From an optimization exercise on the open Yosys and OpenROAD flow, aimed at small area and a short achievable clock period; shortcuts taken in it are not production practice.
At most, simulation tests tie the RTL to the original design; equivalence was not proved.

Design GCC, start of the top module:
module GCC(READY_, Xc, Yc, Xi, Yi, Wi, RESET_, CLK);
input CLK, RESET_;
input [7:0] Xi, Yi;
input [3:0] Wi;
output READY_;
output [7:0] Xc, Yc;
reg READY_, delay;
reg [7:0] Xc, Yc;
reg [7:0] x0, x1, x2, x3, x4, x5;
reg [7:0] y0, y1, y2, y3, y4, y5;
reg [3:0] w0, w1, w2, w3, w4, w5;
reg [2:0] num;
reg full;
reg [6:0] S;
reg [14:0] NX, NY;
reg [8:0] S3;        
wire [8:0] S3n;
wire [7:0] cx, cy;       
wire [5:0] e;            
wire [6:0] Sn;           
wire [14:0] NXn, NYn;    
wire [5:0] fe;
assign fe[0] = num == 3'd0;
assign fe[1] = num == 3'd1;
assign fe[2] = num == 3'd2;
assign fe[3] = num == 3'd3;
assign fe[4] = num == 3'd4;
assign fe[5] = num == 3'd5;
wire n0 = S[0] | S[1];
wire n1 = n0 | S[2];
wire n2 = n1 | S[3];
wire n3 = n2 | S[4];
wire n4 = n3 | S[5];
wire n5 = n4 | S[6];
wire n6 = NX[6] & ~S[0];
wire n7 = NX[7] & ~S[1];
wire n8 = NX[8] & ~S[2];
wire n9 = NX[9] & ~S[3];
wire n10 = NX[10] & ~S[4];
wire n11 = NX[11] & ~S[5];
wire n12 = NX[12] & ~S[6];
wire n13 = NX[6] ^ ~S[0];
wire n14 = NX[7] ^ ~S[1];
wire n15 = NX[8] ^ ~S[2];
wire n16 = NX[9] ^ ~S[3];
wire n17 = NX[10] ^ ~S[4];
wire n18 = NX[11] ^ ~S[5];
wire n19 = NX[12] ^ ~S[6];
wire n20 = n6 | n13;
wire n21 = n14 & n20;
wire n22 = n7 | n21;
wire n23 = n14 & n13;
wire n24 = n16 & n8;
wire n25 = n9 | n24;
wire n26 = n16 & n15;
wire n27 = n18 & n10;
  ...
export LEC_CHECK = 0
export ABC_AREA = 1
export CAP_MARGIN = 60
export CORE_MARGIN = 2
export CORE_UTILIZATION = 40
export PLACE_DENSITY = 0.6
export SLEW_MARGIN = 50
export SYNTH_HIERARCHICAL = 1
export TNS_END_PERCENT = 20
create_clock -name core_clock -period 52.0 [get_ports {CLK}]
standard.sh (not shown) runs the stock make flow with config.mk's settings and CLKGATE_MAP_FILE= SYNTH_SCRIPT=/design/flow/synth_recipe.tcl, a recipe that flattens the netlist after the stock synthesis.
==> flow/flow/run.sh <==
#!/bin/bash
cd "$(dirname "$0")/.."
cp standard.sh standard_sh.copy.log
cp config.mk config_mk.copy.log
export SETUP_SLACK_MARGIN=33
bash standard.sh > standard.log 2>&1
rc=$?
exit $rc
Then changed:
==> flow/flow/run.sh (replaced) <==
#!/bin/bash
cd "$(dirname "$0")/.."
rm -rf scripts_alt
cp -r "$FLOW_HOME/scripts" scripts_alt
printf 'strash\ndch\nmap -a -B 0.9\ntopo\nstime -c\nbuffer -c\nupsize -c\ndnsize -c\n' > scripts_alt/abc_area.script
export SCRIPTS_DIR="$PWD/scripts_alt"
export SETUP_SLACK_MARGIN=33
bash standard.sh > standard.log 2>&1
exit $?
TNS_END_PERCENT = unset   (was 20)
The changed run ran to the end with no violations; setup slack loses 0.92 ns; non-clock buffer count came out higher by 239; area after synthesis is lower by about 6%; critical path depth is lower by 3; hold slack barely changes; count of clock-buffer cells in the layout climbs by 4; utilization climbs by 5.0 points; routed wire length goes up by 3.2%; flip-flop and latch count is unchanged.

---

GCC, a different RTL version from the one above (not shown whole).
For scale: about 39 I/O pins.
Settings: LEC_CHECK=0, ABC_AREA=1, CAP_MARGIN=60, CORE_MARGIN=2, CORE_UTILIZATION=40, PLACE_DENSITY=0.6, SLEW_MARGIN=50, SYNTH_HIERARCHICAL=1; clock period 52.0 ns.
run.sh (not shown) runs the stock make flow with config.mk's settings and CLKGATE_MAP_FILE= SYNTH_SCRIPT=/design/flow/synth_recipe.tcl, a recipe that flattens the netlist after the stock synthesis.
Stock flow here: none of the scripts above is used.
Next try:
==> flow/flow/run.sh (new file) <==
#!/bin/bash
cd "$(dirname "$0")/.."
cp standard.sh standard_sh.copy.log
cp config.mk config_mk.copy.log
export SETUP_SLACK_MARGIN=35
bash standard.sh > standard.log 2>&1
rc=$?
exit $rc
==> flow/standard.sh (new file) <==
#!/bin/bash
# synth_recipe.tcl (not shown) runs the flow's synth.tcl, then flattens the netlist and writes it again
# the make line also repeats each setting of config.mk as NAME=value (left out here)
make -C /OpenROAD-flow-scripts/flow DESIGN_CONFIG=/design/flow/config.mk WORK_HOME=/design/flow/orfs CLKGATE_MAP_FILE= SYNTH_SCRIPT=/design/flow/synth_recipe.tcl "${@:-finish}"
removed: flow/run.sh
=> The new run completed with no timing, DRC or antenna violations; die area is unchanged; clock-buffer cell count stays the same; final cell count went up by 6.1%; global-route usage goes up by 2.6 points; setup slack improved by 3.1 ns; routed wire length went up by 13%.
Next try:
==> flow/run.sh (new file) <==
#!/bin/bash
# synth_recipe.tcl (not shown) runs the flow's synth.tcl, then flattens the netlist and writes it again
# the make line also repeats each setting of config.mk as NAME=value (left out here)
make -C /OpenROAD-flow-scripts/flow DESIGN_CONFIG=/design/flow/config.mk WORK_HOME=/design/flow/orfs CLKGATE_MAP_FILE= SYNTH_SCRIPT=/design/flow/synth_recipe.tcl finish
--- a/flow/config.mk
+++ b/flow/config.mk
@@ -7,8 +7,8 @@
 export LEC_CHECK = 0
 export ABC_AREA = 1
-export CAP_MARGIN = 60
+export CAP_MARGIN = 20
 export CORE_MARGIN = 2
-export CORE_UTILIZATION = 40
-export PLACE_DENSITY = 0.6
-export SLEW_MARGIN = 50
+export CORE_UTILIZATION = 60
+export PLACE_DENSITY = 0.75
+export SLEW_MARGIN = 20
 export SYNTH_HIERARCHICAL = 1
removed: flow/flow/run.sh
removed: flow/standard.sh
After rerunning: Non-clock buffer count came out lower by 401; utilization came out higher by 12 points; wire length came out lower by 17%; design area came out lower by 18%; maximum frequency came out lower by 20%; via count came out lower by 7.7%; synthesized cell count is unchanged; synthesized area is unchanged.
No run of this note included a check of the RTL's function; only the layout flow was run.

re-timing with driven ports:
Ports are ideal in the flow. The routed layouts listed here were re-timed in OpenROAD. Step 1 assumes that a clkbuf_16 drives the clock port and a buf_2 every other input. Step 2, shift: input delay + t, output delay - t, t = (earliest + latest rising clock arrival at the registers) / 2. This alone moves slack from input paths to output paths. Slacks: ideal ports / drivers / drivers and shift; pairs: ideal ports / drivers.
| run | t (ns) | slack for setup (ns) | worst setup path at the end | worst slew at a driven data input, ns | pins driven straight from the clock port |
|---|---|---|---|---|---|
| the first run of note 1 | 0.516 | 33.938 / 33.938 / 33.765 | input to register | 0.12 | 1 |
| the second run of note 1 | 0.530 | 33.021 / 33.021 / 33.021 | register to register | 0.05 | 1 |
| the first run of note 2 | 0.510 | 30.957 / 30.957 / 30.957 | register to register | 0.05 | 1 |
| the second run of note 2 | 0.512 | 34.099 / 34.099 / 34.078 | input to register | 0.07 | 1 |
| the third run of note 2 | 0.518 | 29.625 / 29.625 / 29.625 | register to register | 0.04 | 1 |
After both steps setup and hold are still met in every run listed. For the first run of note 1, which loses most, drivers alone change the setup slack by 0.000 ns; drivers and shift together by -0.173 ns.
